Context: an optimization exercise on an open-source flow, tuned for small area, a short achievable clock period and few clock cycles. The choices shown serve that exercise and are no tape-out recipe.
Only simulation tests tie the RTL to the original design; equivalence was not proved.
Power figures rest on the tool's default switching activity, not on a simulated workload.

`design/flow/flow/run.sh`:
```
#!/bin/bash
# Layout flow: the standard ORFS flow (standard.sh, unchanged synthesis and
# steps) with these changes:
#  - the port buffers are sky130_fd_sc_hd__buf_4 cells rather than the delay
#    cells buffer_ports picks by default;
set -uo pipefail
if ! bash standard.sh "BUFFER_PORTS_ARGS=-buffer_cell sky130_fd_sc_hd__buf_4" \
        "SETUP_SLACK_MARGIN=6.5" finish > orfs_flow.log 2>&1; then
    tail -40 orfs_flow.log
    exit 1
fi
```
`design/flow/standard.sh`:
```
#!/bin/bash
# synth_recipe.tcl (not shown) runs the flow's synth.tcl, then flattens the netlist and writes it again
# the make line also repeats each setting of config.mk as NAME=value (left out here)
make -C /OpenROAD-flow-scripts/flow DESIGN_CONFIG=/design/flow/config.mk WORK_HOME=/design/flow/orfs CLKGATE_MAP_FILE= SYNTH_SCRIPT=/design/flow/synth_recipe.tcl "${@:-finish}"
```
`design/flow/config.mk`:
```
export PLATFORM = sky130hd
export DESIGN_NAME = rv32i_core
export DESIGN_NICKNAME = rv32i_core
export VERILOG_FILES = /design/flow/design.v
export SDC_FILE = /design/flow/constraint.sdc
export NUM_CORES = 4
export LEC_CHECK = 0
export CAP_MARGIN = 20
export CORE_MARGIN = 2
export CORE_UTILIZATION = 30
export PLACE_DENSITY = 0.5
export SLEW_MARGIN = 20
export SYNTH_HIERARCHICAL = 1
```
`design/flow/constraint.sdc`:
```
create_clock -name core_clock -period 11.0 [get_ports {clk}]
set_input_delay 2.2000 -clock core_clock [delete_from_list [all_inputs] [get_ports {clk}]]
set_output_delay 2.2000 -clock core_clock [all_outputs]
set_load 0.01 [all_outputs]
```
`design/flow/design.v`:
```
module rf_aoi3 (
    input  logic [2:0] s,
    input  logic [2:0] d,
    output logic       y
);
    assign y = ~|(s & d);
endmodule
`timescale 1ns / 1ps
module rv32i_core (
    input  logic        clk,
    input  logic        rst_n,
    output logic [31:0] imem_addr,
    input  logic [31:0] imem_rdata,
    output logic [31:0] dmem_addr,
    output logic [3:0]  dmem_we,
    output logic [31:0] dmem_wdata,
    input  logic [31:0] dmem_rdata,
    output logic        halt
);
    localparam logic [4:0] LUI    = 5'b01101;
    localparam logic [4:0] AUIPC  = 5'b00101;
    localparam logic [4:0] JAL    = 5'b11011;
    localparam logic [4:0] JALR   = 5'b11001;
    localparam logic [4:0] BRANCH = 5'b11000;
    localparam logic [4:0] LOAD   = 5'b00000;
    localparam logic [4:0] STORE  = 5'b01000;
    localparam logic [4:0] OP_IMM = 5'b00100;
    localparam logic [4:0] OP     = 5'b01100;
    localparam logic [4:0] SYSTEM = 5'b11100;
    logic [31:2] pc_f;       
    logic        halt_r;
    logic [31:0] a_reg, op2x;
    logic [31:0] x_reg;      
    logic [4:0]  e_rd;
    logic        e_jalr, e_store, e_load, e_wb, e_sys, e_sub, e_pred;
    logic        e_beq, e_blt, e_bltu, e_binv;
    logic        e_r_add, e_r_sl, e_r_sr, e_r_slt, e_r_sltu, e_r_xor, e_r_or, e_r_and, e_r_x;
    logic        e_sra, e_sb, e_sh;
    logic        e_lb, e_lh, e_lw, e_ld_s;
    logic        e_fa, e_fo, e_fx;    
    logic [31:0] m_res;      
    logic [31:0] m_wdata;
    logic [3:0]  m_we;
    logic [4:0]  m_rd;
    logic        m_wb, m_lb, m_lh, m_lw, m_ld_s;
    logic [31:0] fi;
    assign fi = imem_rdata;
    logic [4:0] f_op;
    logic [2:0] f_f3;
    logic [4:0] f_rd, rs1_f, rs2_f;
    assign f_op  = fi[6:2];
    assign f_f3  = fi[14:12];
    assign f_rd  = fi[11:7];
    assign rs1_f = fi[19:15];
    assign rs2_f = fi[24:20];
    logic f_lui, f_auipc, f_jal, f_jalr, f_br, f_load, f_store, f_opimm, f_op_r, f_sys, f_alu;
    assign f_lui   = (f_op == LUI);
    assign f_auipc = (f_op == AUIPC);
    assign f_jal   = (f_op == JAL);
    assign f_jalr  = (f_op == JALR);
    assign f_br    = (f_op == BRANCH);
    assign f_load  = (f_op == LOAD);
    assign f_store = (f_op == STORE);
    assign f_opimm = (f_op == OP_IMM);
    assign f_op_r  = (f_op == OP);
    assign f_sys   = (f_op == SYSTEM);
    assign f_alu   = f_opimm | f_op_r;
    logic f_use1, f_use2;    
    assign f_use1 = ~(f_lui | f_auipc | f_jal);
    assign f_use2 = f_op_r | f_br | f_store;
    logic [31:0] f_imm;      
    assign f_imm = f_store ? {{21{fi[31]}}, fi[30:25], fi[11:7]} : {{21{fi[31]}}, fi[30:20]};
    logic f_sub;
    assign f_sub = f_br | (f_op_r & fi[30] & (f_f3 == 3'b000)) | (f_alu & (f_f3[2:1] == 2'b01));
    logic [31:0] ea, eo, ex;
    assign ea = e_fa ? m_res : a_reg;
    assign eo = e_fo ? (m_res ^ {32{e_sub}}) : op2x;
    assign ex = e_fx ? m_res : x_reg;
    logic [32:0] sum33;
    assign sum33 = {1'b0, ea} + {1'b0, eo} + {32'd0, e_sub};
    logic [31:0] sum;
    assign sum = sum33[31:0];
    logic ltu, lt;
    assign ltu = ~sum33[32];
    assign lt  = (ea[31] ^ ~eo[31]) ? ea[31] : ltu;
    logic eq;
    assign eq = &(ea ^ eo);
    logic taken;
    assign taken = (e_beq & (eq ^ e_binv)) | (e_blt & (lt ^ e_binv)) | (e_bltu & (ltu ^ e_binv));
    logic e_redir;
    assign e_redir = e_jalr | ((e_beq | e_blt | e_bltu) & (taken ^ e_pred));
    logic [31:2] e_target;
    assign e_target = e_jalr ? sum[31:2] : x_reg[31:2];
    logic [4:0] shamt;
    assign shamt = eo[4:0];
    logic [31:0] sh_rev, sh_in, sh_out, sh_l;
    logic        sh_fill;
    assign sh_fill = e_sra & ea[31];
    always_comb begin
        for (int i = 0; i < 32; i++) sh_rev[i] = ea[31 - i];
    end
    assign sh_in  = e_r_sl ? sh_rev : ea;
    assign sh_out = $signed({sh_fill, sh_in}) >>> shamt;
    always_comb begin
        for (int i = 0; i < 32; i++) sh_l[i] = sh_out[31 - i];
    end
    logic [31:0] e_res;
    always_comb begin
        e_res = ({32{e_r_add}}  & sum)
              | ({32{e_r_sl}}   & sh_l)
              | ({32{e_r_sr}}   & sh_out)
              | ({32{e_r_xor}}  & (ea ^ eo))
              | ({32{e_r_or}}   & (ea | eo))
              | ({32{e_r_and}}  & (ea & eo))
              | ({32{e_r_x}}    & x_reg);
        e_res[0] = e_res[0] | (e_r_slt & lt) | (e_r_sltu & ltu);
    end
    logic [3:0]  e_we;
    logic [31:0] e_wdata;
    always_comb begin
        if (e_sb) begin
            e_wdata = {4{ex[7:0]}};
            e_we    = {sum[1] & sum[0], sum[1] & ~sum[0], ~sum[1] & sum[0], ~sum[1] & ~sum[0]};
        end else if (e_sh) begin
            e_wdata = {2{ex[15:0]}};
            e_we    = {sum[1], sum[1], ~sum[1], ~sum[1]};
        end else begin
            e_wdata = ex;
            e_we    = 4'b1111;
        end
        if (!e_store)
            e_we = 4'b0000;
    end
    assign dmem_addr  = m_res;
    assign dmem_we    = m_we;
    assign dmem_wdata = m_wdata;
    logic [15:0] ld_h;
    logic [7:0]  ld_b;
    assign ld_h = m_res[1] ? dmem_rdata[31:16] : dmem_rdata[15:0];
    assign ld_b = m_res[0] ? ld_h[15:8] : ld_h[7:0];
    logic [31:0] wb_data;
    always_comb begin
        if (m_lw)       wb_data = dmem_rdata;
        else if (m_lh)  wb_data = {{16{m_ld_s & ld_h[15]}}, ld_h};
        else if (m_lb)  wb_data = {{24{m_ld_s & ld_b[7]}}, ld_b};
        else            wb_data = m_res;
    end
    logic [31:0] rf_rs1, rf_rs2;
    logic [31:0] rf [1:31];
    logic [31:1] rf_valid;
    always_ff @(posedge clk or negedge rst_n) begin
        if (!rst_n)
            rf_valid <= '0;
        else if (m_wb)
            rf_valid[m_rd] <= 1'b1;
    end
    always_ff @(posedge clk) begin
        for (int i = 1; i < 32; i++)
            if (m_wb && m_rd == 5'(i))
                rf[i] <= wb_data;
    end
    logic [31:1] sel1, sel2;
    always_comb begin
        for (int i = 1; i < 32; i++) begin
            sel1[i] = rf_valid[i] && rs1_f == 5'(i);
            sel2[i] = rf_valid[i] && rs2_f == 5'(i);
        end
    end
    logic [10:0] t1 [0:31];
    logic [10:0] t2 [0:31];
    genvar gb, gg;
    generate
        for (gb = 0; gb < 32; gb++) begin : rd_bit
            for (gg = 0; gg < 10; gg++) begin : rd_grp
                rf_aoi3 u1 (
                    .s(sel1[3*gg+3:3*gg+1]),
                    .d({rf[3*gg+3][gb], rf[3*gg+2][gb], rf[3*gg+1][gb]}),
                    .y(t1[gb][gg])
                );
                rf_aoi3 u2 (
                    .s(sel2[3*gg+3:3*gg+1]),
                    .d({rf[3*gg+3][gb], rf[3*gg+2][gb], rf[3*gg+1][gb]}),
                    .y(t2[gb][gg])
                );
            end
            assign t1[gb][10] = ~(sel1[31] & rf[31][gb]);
            assign t2[gb][10] = ~(sel2[31] & rf[31][gb]);
            assign rf_rs1[gb] = ~&t1[gb];
            assign rf_rs2[gb] = ~&t2[gb];
        end
    endgenerate
    logic [31:0] f_rs1, f_rs2;
    assign f_rs1 = (m_wb & (m_rd == rs1_f)) ? wb_data : rf_rs1;
    assign f_rs2 = (m_wb & (m_rd == rs2_f)) ? wb_data : rf_rs2;
    assign imem_addr = {pc_f, 2'b00};
    logic [31:2] f_pc4;
    assign f_pc4 = pc_f + 30'd1;
    logic [31:0] f_imm_b, f_imm_j;
    assign f_imm_b = {{20{fi[31]}}, fi[7], fi[30:25], fi[11:8], 1'b0};
    assign f_imm_j = {{12{fi[31]}}, fi[19:12], fi[20], fi[30:21], 1'b0};
    logic [31:0] f_tgt_b, f_tgt_j, f_tgt_u;
    assign f_tgt_b = {pc_f, 2'b00} + f_imm_b;
    assign f_tgt_j = {pc_f, 2'b00} + f_imm_j;
    assign f_tgt_u = {pc_f[31:12] + fi[31:12], pc_f[11:2], 2'b00};
    logic f_pred;
    assign f_pred = f_jal | (f_br & fi[31]);
    logic stall;
    assign stall = e_load & e_wb & ((f_use1 & (rs1_f == e_rd)) | (f_use2 & (rs2_f == e_rd)));
    logic [31:2] pc_next;
    always_comb begin
        if (e_redir)      pc_next = e_target;
        else if (stall)   pc_next = pc_f;
        else if (f_jal)   pc_next = f_tgt_j[31:2];
        else if (f_pred)  pc_next = f_tgt_b[31:2];
        else              pc_next = f_pc4;
    end
    logic [31:0] f_x;
    always_comb begin
        if (f_store)              f_x = f_rs2;
        else if (f_lui)           f_x = {fi[31:12], 12'b0};
        else if (f_auipc)         f_x = f_tgt_u;
        else if (f_br & ~fi[31])  f_x = f_tgt_b;            
        else                      f_x = {f_pc4, 2'b00};     
    end
    logic f_fa, f_fb;
    assign f_fa = e_wb & (e_rd == rs1_f);
    assign f_fb = e_wb & (e_rd == rs2_f);
    logic go, halting;
    assign halting = halt_r | e_sys;
    assign go = ~halting & ~e_redir & ~stall;
    always_ff @(posedge clk or negedge rst_n) begin
        if (!rst_n) begin
            pc_f    <= 30'h0040_0000;    
            halt_r  <= 1'b0;
            e_jalr  <= 1'b0;
            e_beq   <= 1'b0;
            e_blt   <= 1'b0;
            e_bltu  <= 1'b0;
            e_store <= 1'b0;
            e_load  <= 1'b0;
            e_wb    <= 1'b0;
            e_sys   <= 1'b0;
            m_we    <= 4'b0000;
            m_wb    <= 1'b0;
        end else begin
            if (!halting)
                pc_f <= pc_next;
            halt_r  <= halting;
            e_jalr  <= go & f_jalr;
            e_beq   <= go & f_br & (f_f3[2:1] == 2'b00);
            e_blt   <= go & f_br & (f_f3[2:1] == 2'b10);
            e_bltu  <= go & f_br & (f_f3[2:1] == 2'b11);
            e_store <= go & f_store;
            e_load  <= go & f_load;
            e_wb    <= go & (f_rd != 5'd0) &
                       (f_lui | f_auipc | f_jal | f_jalr | f_load | f_alu);
            e_sys   <= go & f_sys;
            m_we    <= e_we;
            m_wb    <= e_wb;
        end
    end
    always_ff @(posedge clk) begin
        e_rd     <= f_rd;
        e_sub    <= f_sub;
        e_pred   <= fi[31];
        e_binv   <= f_f3[0];
        e_sra    <= fi[30];
        e_r_add  <= (f_alu & (f_f3 == 3'b000)) | f_load | f_store;
        e_r_sl   <= f_alu & (f_f3 == 3'b001);
        e_r_slt  <= f_alu & (f_f3 == 3'b010);
        e_r_sltu <= f_alu & (f_f3 == 3'b011);
        e_r_xor  <= f_alu & (f_f3 == 3'b100);
        e_r_sr   <= f_alu & (f_f3 == 3'b101);
        e_r_or   <= f_alu & (f_f3 == 3'b110);
        e_r_and  <= f_alu & (f_f3 == 3'b111);
        e_r_x    <= f_lui | f_auipc | f_jal | f_jalr;
        e_lb     <= f_load & (f_f3[1:0] == 2'b00);
        e_lh     <= f_load & (f_f3[1:0] == 2'b01);
        e_lw     <= f_load & f_f3[1];
        e_ld_s   <= ~f_f3[2];
        e_sb     <= f_f3[1:0] == 2'b00;
        e_sh     <= f_f3[1:0] == 2'b01;
        e_fa     <= f_fa;
        e_fo     <= f_fb & (f_op_r | f_br);
        e_fx     <= f_fb;
        a_reg    <= f_rs1;
        x_reg    <= f_x;
        op2x     <= ((f_op_r | f_br) ? f_rs2 : f_imm) ^ {32{f_sub}};
        m_res    <= e_res;
        m_wdata  <= e_wdata;
        m_rd     <= e_rd;
        m_lb     <= e_lb;
        m_lh     <= e_lh;
        m_lw     <= e_lw;
        m_ld_s   <= e_ld_s;
    end
    assign halt = halt_r;
endmodule
```
==> summary.txt, run 1 <==
Post-Syn Area per Cell=12.39 sq um; fmax=215.0 MHz; Root Buffer=clkbuf_16; share of cells above drive strength 1=21.21%; Num CTS Buffers=140; worst-margin pin slew=1.237 ns; Static Leakage=26.66 nW; Post-synth top cells=edfxtp_1, a222oi_1, nor2_1; WP buf/inv=3; CP Capture Type=flip-flop; die height=459.8 um; Vias/cell=6.451; total negative slack=0 ns; Placed Cells=7815; Non-Filler Instances=slightly above 8000; CTS tree=yes; first-pass GRT wire length=just under 400000 um; hold_buf cts=0; max reg flops=just under 1000; CP max-delay cell=a2111oi_4; row cnt=167; ys flop type=edfxtp_1; average wire per standard cell=35.62 um; Total Routing Usage GR=26.34%; HPWL Detailed=approximately 180000 um; Slew HR=16.51%; required time worst endpoint=about 12 ns; Clock Tree Buf Depth=3; Final GP Congestion=roughly 0.96; Placeable Area=206900 sq um; Seq/Total Area, Yosys=between 50% and 60%; final WL=approximately 290000 um; max cap viols=0; Yosys top cell area share=47.79%; cell breakdown of the critical path=buf_6, nor2b_4, buf_4, and3_4, buf_4, a222oi_1, nand4_1, a2111oi_4, mux2i_4, mux2_4, xnor2_2; Period minus WS final=~4.7 ns; DRT iter0 DRCs=10720; initial antenna violation count=15; maximum number of pins on one net before global-route repair=57; Layout fillers=20020; PwrDens=around 190 nW/um^2; final hold violation count=0; crit path DAT=5.35 ns; Starting Density=30.13%; Setup CP Type=in2reg; RSZ-0062 raised after global routing=yes; Clock transition at path regs=0.06 ns; minimum hold slack=approximately 0.33 ns; Period Utilization, post-route=42.29%; vias in the first global route=between 40000 and 50000; H-tree depth=4; ranking of synthesized cells by area=edfxtp_1, a222oi_1, dfxtp_1; Syn Std Cell Area=about 62000 sq um; Ports=around 170; status=timing/DRC/antenna clean; grt ovf=0; Yosys cell types=104; register area=35610 sq um; # nets final=roughly 5600; final clock skew=around 0.045 ns; fin. max-slew vios=0; Largest delay share family, worst path=compound AO/OA/AOI/OAI gates; full die area=211400 sq um; ANT nets after route=0; most used cell, CP=buf_4; die width=459.8 um; via count=53130; most flop-heavy register=rf; Multi-input gate area=27630 sq um; setup violators final=0; crit-path max FO=11; flop and latch count out of synthesis=1263; worst vdd ir=114.7 uV; count leader, synth=edfxtp_1; Hold Path Class=reg2reg; Slowest Stage Delay on Critical Path=between 0.5 and 0.6 ns; # DRC=0; total power=14.43 mW; CP Launch Type=primary input; drt pass-1 iters=13; clock latency (worst-skew pair)=~0.83 ns; EDFF count, synth=992; Clock Sinks=about 1300; yosys warns=13; Syn-to-layout area delta=22.28%; Post-Syn Instances=just over 5000; post-synth top area cell=edfxtp_1; FFs w/ async S/R, synth=under 10%; IO Port Bufs=162
[per-module statistics from Yosys, one instance, submodules excluded]
module	cells	flops+latches
rv32i_core	4391	1263
rf_aoi3	1	0
[cell families (layout without fill, tap and decap cells)]
kind of cell	after synthesis	count (layout)	share of synthesized area, %
AO/OA/AOI/OAI	1663	1663	21.07
flip-flops	1263	1263	57.10
AND/OR/NAND/NOR	1128	1139	8.963
buffers and inverters	394	877	2.599
multiplexers	243	243	4.629
XOR/XNOR	205	205	2.881
adder cells (fa/ha/maj)	134	134	2.750
other	1	8	0.006016
[what timing repair did]
action                     4_1_cts  5_1_grt
gates resized for setup        311      224
buffers inserted                61       62
cloned                          24        8
pin swaps                       86      110
setup endpoints to repair      231      252
[placed cells by master (no fill, tap or decap), types with 25 or more instances in the layout]
master / instances
nor2_1: 279
and3_4: 29
xor2_1: 59
a21o_1: 86
and3_1: 37
and2_1: 26
clkinv_2: 29
buf_4: 376
and4_1: 33
nor3_1: 35
a21oi_2: 32
nor2b_1: 25
nand3_1: 83
xnor2_1: 138
clkbuf_1: 25
dfrtp_1: 74
o21ai_1: 26
dfxtp_1: 189
inv_1: 135
clkbuf_16: 150
nand2_1: 278
mux2i_1: 121
o21ai_0: 164
nand4_1: 105
o22ai_1: 30
edfxtp_1: 992
buf_6: 30
mux4_2: 30
a222oi_1: 642
buf_12: 28
mux2_2: 54
ha_4: 25
o211ai_1: 57
a21oi_1: 264
clkinv_1: 30
nor2_4: 32
and3_2: 33
ha_1: 90
[worst reg2reg max path, cell delays in order, from the launching register on]
cell and delay, ns:
dfxtp_2 0.40, bufbuf_16 0.37, xnor2_1 0.19, a21oi_2 0.11, buf_6 0.18, ha_1 0.44
nand3_2 0.17, a21oi_4 0.21, o21ai_2 0.12, a211oi_2 0.30, nand4bb_1 0.18, and4b_1 0.23
mux2_4 0.38, a21o_4 0.29, buf_6 0.20, a211o_4 0.42, o221a_2 0.14
[routing by layer]
| metal | up-vias | share of wire, % | global-route usage (%) |
|---|---|---|---|
| li1 | 21940 | - | - |
| met1 | 26720 | 38 | 34.40 |
| met2 | 3761 | 43 | 39.78 |
| met3 | 700 | 12 | 5.817 |
| met4 | 10 | 7.0 | 15.95 |
| met5 | - | 0.024 | 0 |
[path summary, 6_finish.rpt]
path	startpoint	endpoint	slack [ns]	cells past startpoint
max reg2reg	e_sub	pc_f[17]	6.57	16
min in group asynchronous	rst_n	pc_f[31]	1.27	1
min reg2reg	e_lw	m_lw	0.33	0
max	imem_rdata[23]	op2x[16]	6.35	11
min	e_lw	m_lw	0.33	0
max in group asynchronous	rst_n	rf_valid[27]	8.55	2
[where the power goes]
| group | switching (mW) | internal, mW |
|---|---|---|
| registers | 0.456 | 5.50 |
| clock network | 2.10 | 2.65 |
| logic | 2.30 | 1.42 |
[per-stage QoR]
step,utilization [%],worst slack [ns],area [sq um]
final,36.84,6.349,76220
after global routing,36.84,6.417,76210
after CTS,36.00,6.469,74470
after detailed placement,32.69,4.729,67620
after global placement,32.69,4.736,67620
after floorplan,-,6.250,62550
[final cells by class]
cell class	instances	area share (%)
Antenna cell	6	0.01970
Clock buffer	173	4.938
Clock inverter	86	1.061
Inverter	153	0.7929
Multi-Input combinational cell	3386	36.25
Sequential cell	1263	46.72
Tap cell	2704	4.439
Timing Repair Buffer	460	5.738
Timing Repair inverter	5	0.04597
Testbench counts, summed over its fixed seeds: cycles 39,800.
==> inputs of run 2 (changes only) <==
==> design/flow/flow/run.sh (replaced) <==
#!/bin/bash
# Layout flow: the standard ORFS flow (standard.sh, unchanged synthesis and
# steps) with these changes:
#  - the port buffers are sky130_fd_sc_hd__buf_4 cells rather than the delay
#    cells buffer_ports picks by default;
#  - clock tree synthesis uses sky130_fd_sc_hd__clkbuf_16 only, clusters of up
#    to 20 sinks within 100 um, and adds no dummy loads (fewer clock buffers;
#    flip-flop clock slew stays near 100 ps);
set -uo pipefail
CTS="-sink_clustering_enable -repair_clock_nets -dont_use_dummy_load"
CTS="$CTS -buf_list sky130_fd_sc_hd__clkbuf_16 -sink_clustering_size 20 -sink_clustering_max_diameter 100"
if ! bash standard.sh "BUFFER_PORTS_ARGS=-buffer_cell sky130_fd_sc_hd__buf_4" "CTS_ARGS=$CTS" \
        "SETUP_SLACK_MARGIN=6.5" finish > orfs_flow.log 2>&1; then
    tail -40 orfs_flow.log
    exit 1
fi
==> summary.txt, run 2 <==
most frequent cells in the layout=edfxtp_1, a222oi_1, buf_4; fin. max-slew vios=0; worst-margin pin slew=around 1.3 ns; Clock Sinks=1263; via count=52270; PwrDens=171.1 nW/um^2; Syn Std Cell Area=62330 sq um; Root Buffer=clkbuf_16; ys flop type=edfxtp_1; vias in the first global route=48890; full die area=211400 sq um; Starting Density=30.13%; # nets final=5528; Static Leakage=25.34 nW; Final GP Congestion=approximately 0.96; first-pass GRT wire length=393400 um; maximum number of pins on one net before global-route repair=57; Period minus WS final=4.809 ns; fmax=roughly 210 MHz; average wire per standard cell=approximately 36 um; final hold violation count=0; Ports=approximately 170; Num CTS Buffers=77; crit path DAT=5.35 ns; r2r worst-path depth=13; CTS tree=yes; ranking of synthesized cells by area=edfxtp_1, a222oi_1, dfxtp_1; Seq/Total Area, Yosys=between 50 and 60%; post-synth top area cell=edfxtp_1; r2r setup slk=6.57 ns; Vias/cell=6.507; RR Endpoint=pc_f[20]; total negative slack=0 ns; count leader, synth=edfxtp_1; crit-path max FO=5; setup violators final=0; IO Port Bufs=~160; Crit Reg-Reg Startpoint=m_res[11]; max cap viols=0; Post-Syn Instances=5031; hold_buf cts=0; Clock transition at path regs=0.08 ns; CP Capture Type=flip-flop; most common cell after layout, fill and taps aside=edfxtp_1; Setup CP Type=in2reg; Util after Layout=35.57%; Placeable Area=206900 sq um; grt ovf=0; yosys warns=13; ANT nets after route=0; # DRC=0; RSZ-0062 raised after global routing=yes; Post-Syn Area per Cell=12.39 sq um; final WL=291800 um; drt pass-1 iters=12; flop and latch count out of synthesis=1263; share of cells above drive strength 1=19.53%; FFs w/ async S/R, synth=5.938%; H-tree depth=3; Yosys top cell area share=47.79%; die height=459.8 um; status=timing/DRC/antenna clean; Clock Tree Buf Depth=3; final clock skew=about 0.09 ns; most flop-heavy register=rf; DRT iter0 DRCs=about 11000; Hold Path Class=reg2reg; Yosys cell types=between 100 and 150; EDFF count, synth=~1000; Period Utilization, post-route=43.72%; Worst Setup SP=imem_rdata[20]; row cnt=167; Layout fillers=~20000; Slew HR=9.883%; required time worst endpoint=11.54 ns; Syn-to-layout area delta=18.05%; clock latency (worst-skew pair)=0.77 ns; CP Launch Type=primary input; Total Routing Usage GR=a little over a quarter; Worst Setup EP=op2x[25]; max reg flops=992; HPWL Detailed=179100 um; Post-synth top cells=edfxtp_1, a222oi_1, nor2_1; worst vdd ir=99.07 uV; die width=459.8 um; initial antenna violation count=15
run 2: changes by cell type in the layout (fill, tap and decap cells not counted), sizes merged:
cell / before / now
inv: 152 / 144
buf: 447 / 429
bufbuf: 7 / 5
bufinv: 8 / 0
diode: 6 / 3
clkbuf: 179 / 84
and3: 99 / 97
clkinvlp: 18 / 15
o21a: 14 / 15
clkinv: 66 / 1
run 2: modules after synthesis (local to each module, per instance):
module | area (sq um) | flops+latches | cells inside
rv32i_core | 55920 | 1263 | 4391
rf_aoi3 | 10.01 | 0 | 1
run 2: logic make-up (layout without fill, tap and decap cells):
| group | count (synthesis) | count (layout) | synth area share (%) |
|---|---|---|---|
| AOI/OAI and AO/OA | 1663 | 1664 | 21.07 |
| xor gates and xnor gates | 205 | 205 | 2.881 |
| adders and majority gates | 134 | 134 | 2.750 |
| buffers and inverters | 394 | 678 | 2.599 |
| DFF | 1263 | 1263 | 57.10 |
| muxes | 243 | 243 | 4.629 |
| other | 1 | 5 | 0.006016 |
| and+or+nand+nor | 1128 | 1137 | 8.963 |
run 2: per-stage QoR:
step                      cell area (sq um)  std cells  worst slack, ns  hold slack, ns  power (mW)
after detailed placement              67620       7815            4.729          0.3161       9.287
after global routing                  73580       8032            6.292          0.3482       12.98
after global placement                67620       7815            4.736          0.3187       9.271
after floorplan                       62550       5032            6.250          0.3096       7.847
after CTS                             72190       7979            6.394          0.3454       12.34
final                                 73580       8033            6.191          0.3399       12.59
run 2: layer usage:
layer	global-route usage, %	up-vias	part of all wire [%]
met5	0	-	0.021
met4	15.69	8	7.1
met3	5.838	652	11
met2	39.88	3472	44
met1	34.15	26510	38
li1	-	21630	-
run 2: critical path, cell delays in order:
cell	delay, ns
buf_16	0.13
nor2b_4	0.14
nor2b_4	0.14
buf_12	0.14
and3_4	0.19
buf_12	0.14
buf_12	0.12
buf_8	0.12
a222oi_1	0.33
nand4_1	0.49
a2111o_1	0.56
o21ai_4	0.30
o21ai_2	0.12
xnor2_2	0.21
run 2: how the worst min path moves through the flow:
stage	start	end	depth (start not counted)	slack (ns)
after floorplan	e_lb	m_lb	0	0.31
after global placement	e_lh	m_lh	0	0.32
after detailed placement	e_lh	m_lh	0	0.32
after CTS	e_lw	m_lw	0	0.35
after global routing	e_lh	m_lh	0	0.35
final	e_lh	m_lh	0	0.34
run 2: where the power goes:
group          total (mW)  internal [mW]  switching, mW
clock                2.87           1.24           1.63
combinational        3.77           1.44           2.33
sequential           5.95           5.49          0.454
run 2: repair_timing:
action / in CTS / in global routing
gates resized for setup: 392 / 184
gates cloned: 22 / 12
endpoints found under the setup margin: 241 / 261
pin swaps: 129 / 136
buffers inserted: 65 / 39
run 2: area by class of cell:
cell class | count | area [sq um] | area share (%)
Inverter | 153 | 604.3 | 0.8213
Timing Repair Buffer | 441 | 4280 | 5.817
Multi-Input combinational cell | 3385 | 27720 | 37.68
Antenna cell | 3 | 7.507 | 0.01020
Timing Repair inverter | 7 | 47.55 | 0.06462
Sequential cell | 1263 | 35610 | 48.39
Tap cell | 2704 | 3383 | 4.598
Clock buffer | 77 | 1927 | 2.619
==> inputs of run 3 (changes only) <==
--- a/design/flow/config.mk
+++ b/design/flow/config.mk
@@ -11,3 +11,4 @@
 export PLACE_DENSITY = 0.5
 export SLEW_MARGIN = 20
 export SYNTH_HIERARCHICAL = 1
+export TNS_END_PERCENT = 10
==> summary.txt, run 3 <==
status=timing/DRC/antenna clean; share of cells above drive strength 1=16.27%; H-tree depth=3; met2 Use GR=40.03%; # DRC=0; DRT iter0 DRCs=10930; FFs w/ async S/R, synth=5.938%; GRT busiest layer=met2; Clock Sinks=1263; yosys warns=13; worst-margin pin slew=1.220 ns; Syn-to-layout area delta=15.39%; count leader, synth=edfxtp_1; vias in the first global route=49100; Yosys top cell area share=between 40% and 50%; CTS tree=yes; crit-path max FO=31; Syn Std Cell Area=62330 sq um; Clock Tree Buf Depth=3; Vias/cell=6.530; Hold Path Class=reg2reg; Static Leakage=24.80 nW; most common cell after layout, fill and taps aside=edfxtp_1; CP Capture Type=flip-flop; Util after Layout=34.77%; fmax=203.1 MHz; minimum hold slack=0.3636 ns; Seq/Total Area, Yosys=57.10%; first-pass GRT wire length=394600 um; Post-Syn Area per Cell=12.39 sq um; PwrDens=171.8 nW/um^2; final clock skew=0.07039 ns; Post-synth top cells=edfxtp_1, a222oi_1, nor2_1; Post-Syn Instances=roughly 5000; Setup CP Type=in2reg; max cap viols=0; Num CTS Buffers=77; r2r setup slk=about 6.4 ns; required time worst endpoint=11.25 ns; total negative slack=0 ns; ranking of synthesized cells by area=edfxtp_1, a222oi_1, dfxtp_1; routing usage on met1=34.42%; ys flop type=edfxtp_1; RSZ-0062 raised after global routing=yes; max reg flops=roughly 1000; maximum number of pins on one net before global-route repair=59; Finished Cell Area=71920 sq um; most flop-heavy register=rf; post-synth top area cell=edfxtp_1; setup violators final=0; # nets final=around 5500; die width=approximately 460 um; ANT nets after route=0; drt pass-1 iters=13; Period Utilization, post-route=44.75%; Total Routing Usage GR=26.32%; routing usage on met3=6.130%; final WL=290300 um; row cnt=167; Placed Area=a little under 70000 sq um; average wire per standard cell=~36 um; flop and latch count out of synthesis=1263; Non-Filler Instances=~8000; Layout fillers=just over 20000; worst vdd ir=between 100 and 150 uV; Clock transition at path regs=0.09 ns; Final GP Congestion=0.9549; HPWL Detailed=180000 um; crit path DAT=5.17 ns; CP Launch Type=primary input; final hold violation count=0; Root Buffer=clkbuf_16; via count=52050; fin. max-slew vios=0; EDFF count, synth=just under 1000; IO Port Bufs=162; Starting Density=30.13%; grt ovf=0; die height=between 400 and 500 um; Yosys cell types=between 100 and 150; Ports=167; Placeable Area=206900 sq um; most frequent cells in the layout=edfxtp_1, a222oi_1, buf_4; full die area=about 210000 sq um; Slew HR=18.66%; Period minus WS final=about 4.9 ns; Placed Cells=7822; initial antenna violation count=10; clock latency (worst-skew pair)=0.75 ns
## run 3: kinds of logic (layout without fill, tap and decap cells)
kind of cell	Yosys count	in the layout	synth area share, %
multiplexers	243	243	4.629
buffers and inverters	394	613	2.599
flip-flops	1263	1263	57.10
XOR/XNOR	205	205	2.881
adder cells (fa/ha/maj)	134	134	2.750
other	1	7	0.006016
AND/OR/NAND/NOR	1128	1138	8.963
AO/OA/AOI/OAI	1663	1663	21.07
## run 3: critical path, stage by stage
cell      delay, ns
buf_4          0.16
mux4_2         0.49
a21boi_1       0.25
buf_4          0.30
o21bai_1       0.13
a22oi_1        0.82
inv_1          0.77
## run 3: repair_timing
item	4_1_cts	5_1_grt
setup endpoints to repair	301	337
buffers inserted	33	7
hold buffers	0	0
endpoints found under the hold margin	0	0
resized for setup	279	69
pin swaps	79	20
gates cloned	23	3
## run 3: power breakdown
group | internal [mW] | total, mW | switching, mW
Clock | 1.25 | 2.87 | 1.63
Sequential | 5.49 | 5.95 | 0.460
Combinational | 1.29 | 3.53 | 2.24
Total | 8.02 | 12.4 | 4.33
## run 3: per-layer routing
| metal | vias to the layer above | routed length (um) |
|---|---|---|
| li1 | 21490 | - |
| met3 | 601 | 33240 |
| met5 | - | 20 |
| met1 | 26450 | 111100 |
| met2 | 3513 | 127000 |
| met4 | 2 | 18830 |
## run 3: metrics by stage
stage               total power [mW]  setup WS [ns]
finish                         12.36          6.077
global route                   12.76          6.036
CTS                            12.25          6.251
detailed placement             9.301          4.517
global placement               9.285          4.480
floorplan                      7.836          6.250
## run 3: path summary, 6_finish.rpt
path | start | endpoint | cells past startpoint
setup / recovery | dmem_rdata[31] | rf[15][24] | 7
hold / removal | e_ld_s | m_ld_s | 0
setup reg to reg | m_res[13] | pc_f[22] | 11
hold reg to reg | e_ld_s | m_ld_s | 0
max in group asynchronous | rst_n | rf_valid[27] | 2
min in group asynchronous | rst_n | pc_f[22] | 1
## run 3: cell type report
| class | count | area (sq um) | area share (%) |
|---|---|---|---|
| sequential | 1263 | 35600 | 49.50 |
| multi-input combinational | 3385 | 26780 | 37.24 |
| timing repair buffer | 380 | 3611 | 5.021 |
| tap | 2704 | 3383 | 4.704 |
| clock buffer | 77 | 1927 | 2.679 |
| inverter | 153 | 585.6 | 0.8141 |
| timing repair inverter | 3 | 22.52 | 0.03131 |
| antenna | 5 | 12.51 | 0.01740 |
## run 3: per-module statistics from Yosys (local to each module, per instance)
module      flip-flops and latches  cells  copies in the design
rf_aoi3                          0      1                   640
rv32i_core                    1263   4391                     1
==> inputs of run 4 (changes only) <==
--- a/design/flow/config.mk
+++ b/design/flow/config.mk
@@ -7,8 +7,7 @@
 export LEC_CHECK = 0
 export CAP_MARGIN = 20
 export CORE_MARGIN = 2
-export CORE_UTILIZATION = 30
-export PLACE_DENSITY = 0.5
+export CORE_UTILIZATION = 35
+export PLACE_DENSITY = 0.55
 export SLEW_MARGIN = 20
 export SYNTH_HIERARCHICAL = 1
-export TNS_END_PERCENT = 10
==> summary.txt, run 4 <==
status=timing/DRC/antenna clean; initial antenna violation count=11; Final GP Congestion=between 0.9 and 1; post-synth top area cell=edfxtp_1; flop and latch count out of synthesis=1263; row cnt=154; Non-Filler Instances=~7700; Period minus WS final=4.718 ns; clock latency (worst-skew pair)=0.74 ns; Clock Tree Buf Depth=3; crit-path max FO=8; die width=approximately 430 um; Multi-input gate area=27750 sq um; register area=35600 sq um; hold_buf cts=0; grt ovf=0; RSZ-0062 raised after global routing=yes; final clock skew=0.08236 ns; final WL=284600 um; Root Buffer=clkbuf_16; vias in the first global route=48750; Yosys top cell area share=47.79%; required time worst endpoint=11.55 ns; Layout fillers=16610; worst vdd ir=116.5 uV; CP Launch Type=primary input; max reg flops=992; worst-margin pin slew=1.261 ns; Static Leakage=25.42 nW; die height=426.0 um; Hold Path Class=reg2reg; setup violators final=0; ANT nets after route=0; Clock transition at path regs=0.08 ns; Syn-to-layout area delta=17.38%; Slew HR=15.03%; fin. max-slew vios=0; HPWL Detailed=roughly 170000 um; Post-Syn Area per Cell=between 10 and 15 sq um; count leader, synth=edfxtp_1; # DRC=0; total power=12.55 mW; minimum hold slack=0.3519 ns; Internal=8.178 mW; total negative slack=0 ns; first-pass GRT wire length=about 380000 um; Placed Cells=7447; Clock Sinks=around 1300; Comb power frac=29.9%; Clk pwr share=22.7%; Placeable Area=about 180000 sq um; ys flop type=edfxtp_1; # nets final=roughly 5500; Vias/cell=6.892; Num CTS Buffers=77; Ports=167; crit path DAT=between 5 and 6 ns; NetSw=between 4 and 5 mW; ranking of synthesized cells by area=edfxtp_1, a222oi_1, dfxtp_1; most flop-heavy register=rf; Sw Share=34.82%; Seq/Total Area, Yosys=57.10%; drt pass-1 iters=15; CP Capture Type=flip-flop; most frequent cells in the layout=edfxtp_1, a222oi_1, buf_4; full die area=181500 sq um; Total Routing Usage GR=29.73%; average wire per standard cell=37.06 um; maximum number of pins on one net before global-route repair=71; share of cells above drive strength 1=19.27%; Syn Std Cell Area=62330 sq um; sequential share of power=47.4%; Period Utilization, post-route=approximately 43%; final hold violation count=0; via count=52920; PwrDens=171.5 nW/um^2; Yosys cell types=roughly 100; IO Port Bufs=162; Post-synth top cells=edfxtp_1, a222oi_1, nor2_1; EDFF count, synth=992; DRT iter0 DRCs=10900; FFs w/ async S/R, synth=5.938%; H-tree depth=3; max cap viols=0; Post-Syn Instances=5031; yosys warns=13; Starting Density=35.32%; CTS tree=yes; fmax=212.0 MHz; most common cell after layout, fill and taps aside=edfxtp_1; Setup CP Type=in2reg
## run 4: cell counts after synthesis
Identical to the previous run, type by type.
## run 4: worst max-delay path: stages
cell	delay (ns)
buf_16	0.13
nor2b_4	0.14
and2_4	0.16
and3_4	0.23
buf_4	0.16
buf_16	0.15
a222oi_1	0.31
nand4_1	0.54
a2111o_1	0.59
o21ai_4	0.29
o21ai_2	0.11
xnor2_2	0.21
## run 4: through the flow
step	worst slack, ns	area (sq um)	util (%)
final	6.282	73160	41.45
after global routing	6.359	73150	41.44
after CTS	6.311	71500	40.51
after detailed placement	4.664	67110	38.03
after global placement	4.662	67110	38.02
after floorplan	6.250	62550	-
## run 4: kinds of logic (layout without fill, tap and decap cells)
family	after synthesis	after routing	share of synthesized area, %
flops	1263	1263	57.10
mux	243	243	4.629
buf+inv	394	676	2.599
xor+xnor	205	205	2.881
compound gates	1663	1663	21.07
simple gates	1128	1144	8.963
fa+ha+maj	134	134	2.750
other cells	1	11	0.006016
## run 4: timing repair
action	4_1_cts	5_1_grt
gates resized for setup	364	208
pin swaps	110	126
setup buffers	48	55
setup endpoints to repair	300	334
gates cloned	26	13
## run 4: final cells by class
type                            count  area share (%)
Timing Repair inverter              5         0.04788
Clock buffer                       77           2.634
Antenna cell                        9         0.03078
Multi-Input combinational cell   3391           37.92
Tap cell                         2340           4.002
Timing Repair Buffer              441           5.883
Inverter                          153          0.8140
Sequential cell                  1263           48.66
## run 4: final timing paths
path                            depth (start not counted)  slack (ns)        to      startpoint
worst max-delay path                                   12        6.28  op2x[25]  imem_rdata[24]
worst min-delay path                                    0        0.35      m_lb            e_lb
worst max register to register                         15        6.53  pc_f[17]            e_fa
worst min register to register                          0        0.35      m_lb            e_lb
max in group asynchronous                               2        8.74   pc_f[7]           rst_n
min in group asynchronous                               1        1.34  pc_f[23]           rst_n
## run 4: per-module statistics from Yosys (local to each module, per instance)
module	times used	cells
rf_aoi3	640	1
rv32i_core	1	4391
## run 4: power by group through the flow
stage	Combinational [mW]	Sequential, mW	Clock (mW)
final	3.75	5.95	2.85
after global routing	3.96	5.95	3.01
after CTS	3.50	5.92	2.86
after detailed placement	3.25	6.01	0
after global placement	3.23	6.00	0
after floorplan	2.01	5.84	0
## run 4: metal layers
layer | vias to the layer above | wire length, um | track usage, %
li1 | 21640 | - | -
met1 | 26590 | 105300 | 38.05
met2 | 3897 | 122900 | 44.79
met3 | 782 | 35800 | 8.283
met4 | 12 | 20490 | 17.66
met5 | - | 206 | 0
==> inputs of run 5 (changes only) <==
--- a/design/flow/design.v
+++ b/design/flow/design.v
@@ -32,7 +32,7 @@
     logic [31:0] a_reg, op2x;
     logic [31:0] x_reg;      
     logic [4:0]  e_rd;
-    logic        e_jalr, e_store, e_load, e_wb, e_sys, e_sub, e_pred;
+    logic        e_jalr, e_store, e_load, e_wb, e_sys, e_sub;
     logic        e_beq, e_blt, e_bltu, e_binv;
     logic        e_r_add, e_r_sl, e_r_sr, e_r_slt, e_r_sltu, e_r_xor, e_r_or, e_r_and, e_r_x;
     logic        e_sra, e_sb, e_sh;
@@ -88,7 +88,7 @@
     logic taken;
     assign taken = (e_beq & (eq ^ e_binv)) | (e_blt & (lt ^ e_binv)) | (e_bltu & (ltu ^ e_binv));
     logic e_redir;
-    assign e_redir = e_jalr | ((e_beq | e_blt | e_bltu) & (taken ^ e_pred));
+    assign e_redir = e_jalr | ((e_beq | e_blt | e_bltu) & ~taken);
     logic [31:2] e_target;
     assign e_target = e_jalr ? sum[31:2] : x_reg[31:2];
     logic [4:0] shamt;
@@ -203,7 +203,7 @@
     assign f_tgt_j = {pc_f, 2'b00} + f_imm_j;
     assign f_tgt_u = {pc_f[31:12] + fi[31:12], pc_f[11:2], 2'b00};
     logic f_pred;
-    assign f_pred = f_jal | (f_br & fi[31]);
+    assign f_pred = f_jal | f_br;
     logic stall;
     assign stall = e_load & e_wb & ((f_use1 & (rs1_f == e_rd)) | (f_use2 & (rs2_f == e_rd)));
     logic [31:2] pc_next;
@@ -219,7 +219,6 @@
         if (f_store)              f_x = f_rs2;
         else if (f_lui)           f_x = {fi[31:12], 12'b0};
         else if (f_auipc)         f_x = f_tgt_u;
-        else if (f_br & ~fi[31])  f_x = f_tgt_b;            
         else                      f_x = {f_pc4, 2'b00};     
     end
     logic f_fa, f_fb;
@@ -262,7 +261,6 @@
     always_ff @(posedge clk) begin
         e_rd     <= f_rd;
         e_sub    <= f_sub;
-        e_pred   <= fi[31];
         e_binv   <= f_f3[0];
         e_sra    <= fi[30];
         e_r_add  <= (f_alu & (f_f3 == 3'b000)) | f_load | f_store;
==> design/flow/flow/run.sh (replaced) <==
#!/bin/bash
# Layout flow: the standard ORFS flow (standard.sh, unchanged synthesis and
# steps) with these changes:
#  - the port buffers are sky130_fd_sc_hd__buf_2 cells rather than the delay
#    cells buffer_ports picks by default;
#  - clock tree synthesis uses sky130_fd_sc_hd__clkbuf_16 only, clusters of up
#    to 20 sinks within 100 um, and adds no dummy loads (fewer clock buffers;
#    flip-flop clock slew stays near 100 ps);
set -uo pipefail
CTS="-sink_clustering_enable -repair_clock_nets -dont_use_dummy_load"
CTS="$CTS -buf_list sky130_fd_sc_hd__clkbuf_16 -sink_clustering_size 20 -sink_clustering_max_diameter 100"
if ! bash standard.sh "BUFFER_PORTS_ARGS=-buffer_cell sky130_fd_sc_hd__buf_2" "CTS_ARGS=$CTS" \
        "SETUP_SLACK_MARGIN=6.5" finish > orfs_flow.log 2>&1; then
    tail -40 orfs_flow.log
    exit 1
fi
--- a/design/flow/config.mk
+++ b/design/flow/config.mk
@@ -7,7 +7,7 @@
 export LEC_CHECK = 0
 export CAP_MARGIN = 20
 export CORE_MARGIN = 2
-export CORE_UTILIZATION = 35
-export PLACE_DENSITY = 0.55
+export CORE_UTILIZATION = 30
+export PLACE_DENSITY = 0.5
 export SLEW_MARGIN = 20
 export SYNTH_HIERARCHICAL = 1
==> summary.txt, run 5 <==
Non-Filler Instances=7955; die height=457.3 um; max cap viols=0; Post-Syn Area per Cell=12.45 sq um; required time worst endpoint=11.54 ns; # nets final=roughly 5500; Syn-to-layout area delta=17.58%; share of cells above drive strength 1=19.68%; Num CTS Buffers=75; DR WL met3=34160 um; Vias/cell=6.553; crit-path max FO=10; Hold Path Class=reg2reg; Period Utilization, post-route=42.06%; fin. max-slew vios=0; Ports=167; ranking of synthesized cells by area=edfxtp_1, a222oi_1, dfxtp_1; clock latency (worst-skew pair)=0.75 ns; worst-margin pin slew=1.151 ns; most common cell after layout, fill and taps aside=edfxtp_1; initial antenna violation count=22; status=timing/DRC/antenna clean; average wire per standard cell=36.55 um; crit path DAT=a little over 5 ns; count leader, synth=edfxtp_1; Setup CP Type=in2reg; fmax=216.2 MHz; RR Endpoint=pc_f[30]; most flop-heavy register=rf; CP Launch Type=primary input; Starting Density=30.16%; vias in the first global route=48630; first-pass GRT wire length=392400 um; DR WL met2=about 130000 um; Worst Hold Launch=e_lb; Post-Route M1 WL=109400 um; Setup WS pre-CTS=around 4.4 ns; H-tree depth=3; Hold EP=m_lb; Root Buffer=clkbuf_16; ANT nets after route=0; DR top layer=met5; PwrDens=165.8 nW/um^2; max reg flops=992; full die area=209100 sq um; Static Leakage=24.84 nW; Slew HR=about a quarter; CTS tree=yes; Placeable Area=about 200000 sq um; FFs w/ async S/R, synth=5.943%; r2r worst-path depth=16; IO Port Bufs=162; Clock transition at path regs=0.09 ns; Syn Std Cell Area=61650 sq um; Clock Sinks=1262; drt pass-1 iters=13; Crit Reg-Reg Startpoint=e_fa; post-synth top area cell=edfxtp_1; Setup WS post-layout=about 6.4 ns; maximum number of pins on one net before global-route repair=65; Seq/Total Area, Yosys=57.70%; final clock skew=around 0.11 ns; EDFF count, synth=992; Post-synth top cells=edfxtp_1, a222oi_1, nand2_1; CP Capture Type=flip-flop; number of cells on the worst hold path=0; Clock Tree Buf Depth=3; Total Routing Usage GR=26.40%; final WL=290800 um; # DRC=0; Layout fillers=20030; Placed Cells=7737; flop and latch count out of synthesis=1262; total power=approximately 12 mW; RSZ-0062 raised after global routing=yes; Yosys top cell area share=48.32%; Yosys cell types=102; final hold violation count=0; Util after Layout=35.47%; worst vdd ir=119.0 uV; r2r setup slk=6.52 ns; Post-Syn Instances=4952; Period minus WS final=4.626 ns; register area=between 30000 and 40000 sq um; yosys warns=13; die width=457.3 um; Final GP Congestion=0.9505; row cnt=between 150 and 200; grt ovf=0; most frequent cells in the layout=edfxtp_1, a222oi_1, nand2_1; HPWL Detailed=178600 um; DRT iter0 DRCs=11330; Multi-input gate area=27160 sq um; via count=around 52000; total negative slack=0 ns; setup violators final=0; ys flop type=edfxtp_1
[run 5: kinds of logic after synthesis]
group                      Yosys count  share of synthesized area, %
muxes                              190                         3.810
other                                1                      0.006083
AOI/OAI and AO/OA                 1648                         21.25
DFF                               1262                         57.70
buffers and inverters              381                         2.472
and+or+nand+nor                   1145                         9.265
adders and majority gates          134                         2.781
xor gates and xnor gates           191                         2.714
[run 5: metal layers]
layer	global-route usage, %	vias up
li1	-	21410
met5	0	-
met4	13.08	12
met1	34.46	26420
met2	41.39	3680
met3	5.642	610
[run 5: how the worst max path moves through the flow]
| stage | from | end | slack (ns) | cells past startpoint |
|---|---|---|---|---|
| finish | imem_rdata[21] | x_reg[23] | 6.37 | 11 |
| global route | imem_rdata[16] | pc_f[30] | 6.42 | 12 |
| CTS | imem_rdata[21] | op2x[23] | 6.46 | 11 |
| detailed placement | imem_rdata[20] | op2x[3] | 4.40 | 11 |
| global placement | imem_rdata[23] | op2x[14] | 4.41 | 13 |
| floorplan | imem_rdata[16] | pc_f[30] | 6.46 | 11 |
[run 5: per-module statistics from Yosys, one instance, submodules excluded]
module	area [sq um]	flops+latches	times used	cells inside
rv32i_core	55240	1262	1	4312
rf_aoi3	10.01	0	640	1
[run 5: critical path, cell delays in order]
cell	delay (ns)
buf_6	0.16
and2_4	0.20
nor2b_4	0.19
and3_4	0.25
buf_6	0.20
a222oi_1	0.36
nand4_1	0.48
a2111o_1	0.56
o21ai_4	0.31
buf_4	0.17
o21ai_0	0.06
[run 5: where the power goes]
part,switching (mW),internal [mW]
combinational,2.08,1.21
clock,1.59,1.21
sequential,0.459,5.47
total,4.13,7.89
[run 5: cell type report]
type | count | share of cell area [%]
diodes | 9 | 0.03107
flip-flops and latches | 1262 | 49.11
inverters | 155 | 0.8337
well taps | 2688 | 4.640
repair buffers | 441 | 5.275
multi-input cells | 3320 | 37.47
clock buffers | 75 | 2.589
repair inverters | 5 | 0.04833
[run 5: timing repair]
item / 4_1_cts / 5_1_grt
resized for setup: 386 / 188
buffers inserted: 64 / 37
endpoints found under the setup margin: 301 / 200
pin swaps: 78 / 107
gates cloned: 23 / 6
hold buffers: 0 / 0
[run 5: metrics by stage]
stage | cell area (sq um) | hold slack (ns)
after floorplan | 61970 | 0.3096
after global placement | 66670 | 0.3196
after detailed placement | 66690 | 0.3185
after CTS | 71130 | 0.3299
after global routing | 72470 | 0.3304
final | 72490 | 0.3166
Testbench counts of run 5, summed over its fixed seeds: cycles 39,729.
==> inputs of run 6 (changes only) <==
--- a/design/flow/config.mk
+++ b/design/flow/config.mk
@@ -7,7 +7,7 @@
 export LEC_CHECK = 0
 export CAP_MARGIN = 20
 export CORE_MARGIN = 2
-export CORE_UTILIZATION = 30
-export PLACE_DENSITY = 0.5
+export CORE_UTILIZATION = 35
+export PLACE_DENSITY = 0.55
 export SLEW_MARGIN = 20
 export SYNTH_HIERARCHICAL = 1
==> summary.txt, run 6 <==
status=timing/DRC/antenna clean; drt pass-1 iters=13; fin. max-slew vios=0; crit path DAT=5.00 ns; Comb power frac=27.9%; Final GP Congestion=0.9738; worst vdd ir=112.7 uV; Post-Syn Area per Cell=about 12 sq um; Clk pwr share=between 20% and 30%; flop and latch count out of synthesis=1262; Period Utilization, post-route=43.33%; maximum number of pins on one net before global-route repair=between 60 and 70; Root Buffer=clkbuf_16; ranking of synthesized cells by area=edfxtp_1, a222oi_1, dfxtp_1; Vias/cell=6.887; row cnt=roughly 150; vias in the first global route=48280; Num CTS Buffers=75; RSZ-0062 raised after global routing=yes; CP Launch Type=primary input; hold_buf cts=0; clock latency (worst-skew pair)=0.75 ns; worst-margin pin slew=1.288 ns; post-synth top area cell=edfxtp_1; Layout fillers=16590; CP Capture Type=flip-flop; Clock transition at path regs=0.08 ns; yosys warns=13; Slew HR=13.58%; Static Leakage=about 25 nW; initial antenna violation count=26; share of cells above drive strength 1=between 15 and 20%; fmax=209.8 MHz; Placeable Area=175500 sq um; Finished Cell Area=72120 sq um; CTS tree=yes; Syn-to-layout area delta=16.99%; H-tree depth=3; FFs w/ async S/R, synth=just under 6%; Placed Area=66240 sq um; Util after Layout=41.09%; final hold violation count=0; ys flop type=edfxtp_1; Ports=167; setup violators final=0; most frequent cells in the layout=edfxtp_1, a222oi_1, nand2_1; Total Routing Usage GR=29.78%; count leader, synth=edfxtp_1; Period minus WS final=4.767 ns; most common cell after layout, fill and taps aside=edfxtp_1; most flop-heavy register=rf; Setup CP Type=in2reg; Starting Density=about a third; final WL=284400 um; final clock skew=0.09640 ns; via count=52420; ANT nets after route=0; minimum hold slack=0.3364 ns; grt ovf=0; crit-path max FO=31; Post-Syn Instances=4952; die width=423.7 um; NetSw=4.129 mW; IO Port Bufs=roughly 160; DRT iter0 DRCs=between 10000 and 15000; Sw Share=34.26%; first-pass GRT wire length=380300 um; EDFF count, synth=992; die height=423.7 um; Yosys top cell area share=48.32%; register area=35590 sq um; Clock Sinks=1262; Yosys cell types=approximately 100; Hold Path Class=reg2reg; # nets final=roughly 5500; sequential share of power=49.0%; max cap viols=0; Internal=7.921 mW; Multi-input gate area=27260 sq um; required time worst endpoint=about 11 ns; Clock Tree Buf Depth=3; average wire per standard cell=roughly 37 um; total negative slack=0 ns; Seq/Total Area, Yosys=57.70%; Post-synth top cells=edfxtp_1, a222oi_1, nand2_1; full die area=around 180000 sq um; PwrDens=167.1 nW/um^2; # DRC=0; max reg flops=992; Syn Std Cell Area=61650 sq um; HPWL Detailed=about 170000 um
run 6: cell types whose count changed in the layout (fill, tap and decap cells not counted), sizes merged:
cell      change
clkinvlp      +6
clkbuf        +4
diode         +2
a21oi         +1
inv           -2
bufbuf        -1
and3          -2
buf           -3
run 6: path summary, 6_finish.rpt:
check	from	to	slack, ns	cells past startpoint
worst max-delay path	dmem_rdata[31]	rf[22][13]	6.23	7
worst min-delay path	e_lb	m_lb	0.34	0
worst max register to register	e_fa	pc_f[31]	6.50	17
worst min register to register	e_lb	m_lb	0.34	0
max in group asynchronous	rst_n	m_wb	8.47	2
min in group asynchronous	rst_n	pc_f[25]	1.43	1
run 6: kinds of logic after synthesis:
kind of cell / after synthesis / synth area share, %
buffers and inverters: 381 / 2.472
adders and majority gates: 134 / 2.781
and+or+nand+nor: 1145 / 9.265
DFF: 1262 / 57.70
muxes: 190 / 3.810
xor gates and xnor gates: 191 / 2.714
other: 1 / 0.006083
AOI/OAI and AO/OA: 1648 / 21.25
run 6: cell type report:
class,instances,share of cell area [%]
antenna,11,0.03817
clock buffer,75,2.602
inverter,155,0.8640
multi-input combinational,3319,37.79
sequential,1262,49.35
tap,2340,4.060
timing repair buffer,441,5.213
timing repair inverter,9,0.07807
run 6: per-layer routing:
layer	track usage (%)	routed length [um]	vias up
li1	-	-	21410
met1	38.69	104300	26290
met2	45.99	126100	3935
met3	6.882	35530	768
met4	16.15	18400	16
met5	0	108	-
run 6: through the flow:
step,power (mW),cells,worst slack [ns]
CTS,11.76,7523,6.369
global route,12.41,7605,6.221
detailed placement,8.905,7391,4.486
floorplan,7.630,4953,6.465
finish,12.05,7612,6.233
global placement,8.881,7391,4.515
run 6: per-module statistics from Yosys (local to each module, per instance):
module / cells inside / cell area [sq um] / copies in the design / flops+latches
rf_aoi3: 1 / 10.01 / 640 / 0
rv32i_core: 4312 / 55240 / 1 / 1262
run 6: critical path, stage by stage:
cell      delay [ns]
buf_2           0.12
mux4_2          0.47
a21boi_1        0.15
buf_4           0.28
o311ai_0        0.17
o21ai_1         0.72
inv_1           0.85
run 6: what timing repair did:
action / 4_1_cts / 5_1_grt
pin swaps: 89 / 104
gates resized for setup: 374 / 221
setup buffers: 41 / 64
setup endpoints to repair: 267 / 370
gates cloned: 16 / 14
run 6: power groups by stage:
stage / logic (mW) / registers [mW] / clock network, mW
2_1_floorplan: 1.83 / 5.80 / 0
3_3_place_gp: 2.91 / 5.97 / 0
3_5_place_dp: 2.93 / 5.97 / 0
4_1_cts: 3.08 / 5.88 / 2.80
5_1_grt: 3.55 / 5.90 / 2.96
6_report: 3.36 / 5.91 / 2.79
==> inputs of run 7 (changes only) <==
--- a/design/flow/config.mk
+++ b/design/flow/config.mk
@@ -7,7 +7,7 @@
 export LEC_CHECK = 0
 export CAP_MARGIN = 20
 export CORE_MARGIN = 2
-export CORE_UTILIZATION = 35
-export PLACE_DENSITY = 0.55
+export CORE_UTILIZATION = 40
+export PLACE_DENSITY = 0.6
 export SLEW_MARGIN = 20
 export SYNTH_HIERARCHICAL = 1
==> summary.txt, run 7 <==
Clock Tree Buf Depth=3; Vias/cell=7.248; Hold EP=m_lb; clock latency (worst-skew pair)=around 0.74 ns; FFs w/ async S/R, synth=5.943%; ANT nets after route=0; WP buf/inv=2; Clock Sinks=1262; drt pass-1 iters=11; post-synth top area cell=edfxtp_1; DRT iter0 DRCs=12200; worst-margin pin slew=roughly 1.2 ns; grt ovf=0; Placed Area=roughly 66000 sq um; maximum number of pins on one net before global-route repair=65; Hold Path Class=reg2reg; Final GP Congestion=about 1.0; Static Leakage=roughly 24 nW; average wire per standard cell=about 38 um; Syn Std Cell Area=61650 sq um; Post-Syn Area per Cell=12.45 sq um; Total Routing Usage GR=about a third; row cnt=144; crit-path max FO=32; fmax=around 210 MHz; RR Endpoint=pc_f[12]; Placeable Area=approximately 150000 sq um; Period minus WS final=4.722 ns; number of cells on the worst hold path=0; CTS tree=yes; Yosys cell types=102; RSZ-0062 raised after global routing=yes; ys flop type=edfxtp_1; Setup WS pre-CTS=4.634 ns; minimum hold slack=0.3202 ns; r2r setup slk=6.53 ns; flop and latch count out of synthesis=1262; Clock transition at path regs=about 0.08 ns; final WL=between 200000 and 300000 um; CP Capture Type=flip-flop; Starting Density=40.16%; final hold violation count=0; # nets final=5420; IO Port Bufs=around 160; most common cell after layout, fill and taps aside=edfxtp_1; Syn-to-layout area delta=14.58%; Setup CP Type=in2reg; ranking of synthesized cells by area=edfxtp_1, a222oi_1, dfxtp_1; count leader, synth=edfxtp_1; EDFF count, synth=992; required time worst endpoint=11.58 ns; CP Launch Type=primary input; yosys warns=13; fin. max-slew vios=0; vias in the first global route=47910; most flop-heavy register=rf; Yosys top cell area share=48.32%; share of cells above drive strength 1=17.77%; most frequent cells in the layout=edfxtp_1, a222oi_1, nand2_1; Post-synth top cells=edfxtp_1, a222oi_1, nand2_1; r2r worst-path depth=15; Worst Hold Launch=e_lb; Finished Cell Area=70640 sq um; Slowest Stage Delay on Critical Path=0.67 ns; total negative slack=0 ns; die height=396.6 um; via count=52710; initial antenna violation count=22; Slew HR=between 20% and 30%; Root Buffer=clkbuf_16; max cap viols=0; final clock skew=0.1167 ns; first-pass GRT wire length=369300 um; Period Utilization, post-route=42.92%; hold_buf cts=0; cell breakdown of the critical path=buf_12, and3_4, and3_1, buf_6, a222oi_1, nand4_1, a2111o_1, o21ai_4, o21ai_2, xnor2_1; PwrDens=roughly 170 nW/um^2; HPWL Detailed=~170000 um; Largest delay share family, worst path=compound AO/OA/AOI/OAI gates; Layout fillers=13960; Seq/Total Area, Yosys=57.70%; Util after Layout=46.01%; Setup WS post-layout=between 6 and 7 ns; Crit Reg-Reg Startpoint=e_fa; worst vdd ir=136.6 uV; H-tree depth=3; CP max-delay cell=nand4_1; Num CTS Buffers=between 70 and 80; setup violators final=0; crit path DAT=5.30 ns; Post-Syn Instances=4952; die width=396.6 um; max reg flops=approximately 1000; # DRC=0; full die area=about 160000 sq um; status=timing/DRC/antenna clean; Ports=167
## run 7: changes by cell type in the layout (fill, tap and decap cells not counted), sizes merged
cell	change
and3	+6
buf	-39
bufbuf	-2
clkbuf	-2
clkinvlp	-15
inv	+8
nor2b	+1
## run 7: Yosys stat by module (local to each module, per instance)
module / copies in the design / cell area (sq um) / cells inside / flops+latches
rf_aoi3: 640 / 10.01 / 1 / 0
rv32i_core: 1 / 55240 / 4312 / 1262
## run 7: logic make-up after synthesis
family          Yosys count  synth area share (%)
compound gates         1648                 21.25
flops                  1262                 57.70
simple gates           1145                 9.265
buf+inv                 381                 2.472
xor+xnor                191                 2.714
mux                     190                 3.810
fa+ha+maj               134                 2.781
other cells               1              0.006083
## run 7: layout make-up
type,count,area [sq um],share of cell area [%]
tap,2044,2557,3.621
inverter,155,598.1,0.8467
clock buffer,75,1877,2.657
timing repair buffer,398,3292,4.660
multi-input combinational,3326,26670,37.76
antenna,11,27.53,0.03897
timing repair inverter,2,13.76,0.01948
sequential,1262,35600,50.40
## run 7: per-layer routing
metal,track usage [%],share of wire (%)
met1,43.16,36
met2,48.62,42
met3,9.882,15
met4,18.58,7.3
met5,0.7081,0.13
## run 7: how the worst max path moves through the flow
stage	startpoint	endpoint	cells past startpoint
2_1_floorplan	imem_rdata[16]	pc_f[30]	11
3_3_place_gp	e_sub	pc_f[7]	16
3_5_place_dp	e_sub	pc_f[7]	16
4_1_cts	imem_rdata[20]	op2x[25]	12
5_1_grt	imem_rdata[24]	op2x[20]	11
6_report	imem_rdata[22]	op2x[20]	10
## run 7: stage by stage
step / total power, mW / cells
finish: 11.87 / 7273
global route: 12.20 / 7263
CTS: 11.62 / 7198
detailed placement: 8.833 / 7075
global placement: 8.811 / 7072
floorplan: 7.630 / 4953
## run 7: power by group
group	switching (mW)	leakage (nW)	internal (mW)	total [mW]
Sequential	0.448	11.7	5.47	5.92
Clock	1.54	0.924	1.21	2.75
Combinational	2.04	11.8	1.16	3.20
## run 7: repair_timing
| action | in CTS | in global routing |
|---|---|---|
| pin swaps | 48 | 67 |
| resized for setup | 286 | 168 |
| endpoints found under the setup margin | 148 | 143 |
| setup buffers | 31 | 51 |
| cloned | 17 | 12 |

## what the ideal ports hide
No port has a modelled driver above. Below, the same layouts with a new extraction and two added sets of constraints. Step 1, drivers: a clkbuf_16 drives clk and a buf_2 each remaining input, both assumed. Step 2 moves the port delays by t, midway between the first and last clock arrival at a register: inputs arrive t later, outputs are due t later. That takes back most of the time a late clock gives input paths. a / b / c = no drivers / after step 1 / after step 2; a / b = the first two.
run | t, ns | setup WS [ns] | worst hold slack (ns) | worst slew at a driven data input, ns | cell pins on the clock port's net
run 1 | 0.895 | 6.349 / 6.376 / 5.481 | 0.332 / 0.332 / 0.332 | 0.09 | 1
run 2 | 0.819 | 6.191 / 6.222 / 5.404 | 0.340 / 0.340 / 0.340 | 0.21 | 1
run 3 | 0.802 | 6.077 / 6.122 / 5.320 | 0.364 / 0.364 / 0.364 | 0.10 | 1
run 4 | 0.784 | 6.282 / 6.219 / 5.435 | 0.352 / 0.352 / 0.352 | 0.24 | 1
run 5 | 0.782 | 6.374 / 6.302 / 5.519 | 0.317 / 0.317 / 0.317 | 0.23 | 1
run 6 | 0.781 | 6.233 / 6.301 / 5.520 | 0.336 / 0.336 / 0.336 | 0.22 | 1
run 7 | 0.770 | 6.278 / 6.231 / 5.460 | 0.320 / 0.320 / 0.320 | 0.23 | 1
After both steps every run listed still meets setup and hold. The setup slack of run 1, which loses most, moves by +0.027 ns with the drivers and by -0.868 ns with both steps.
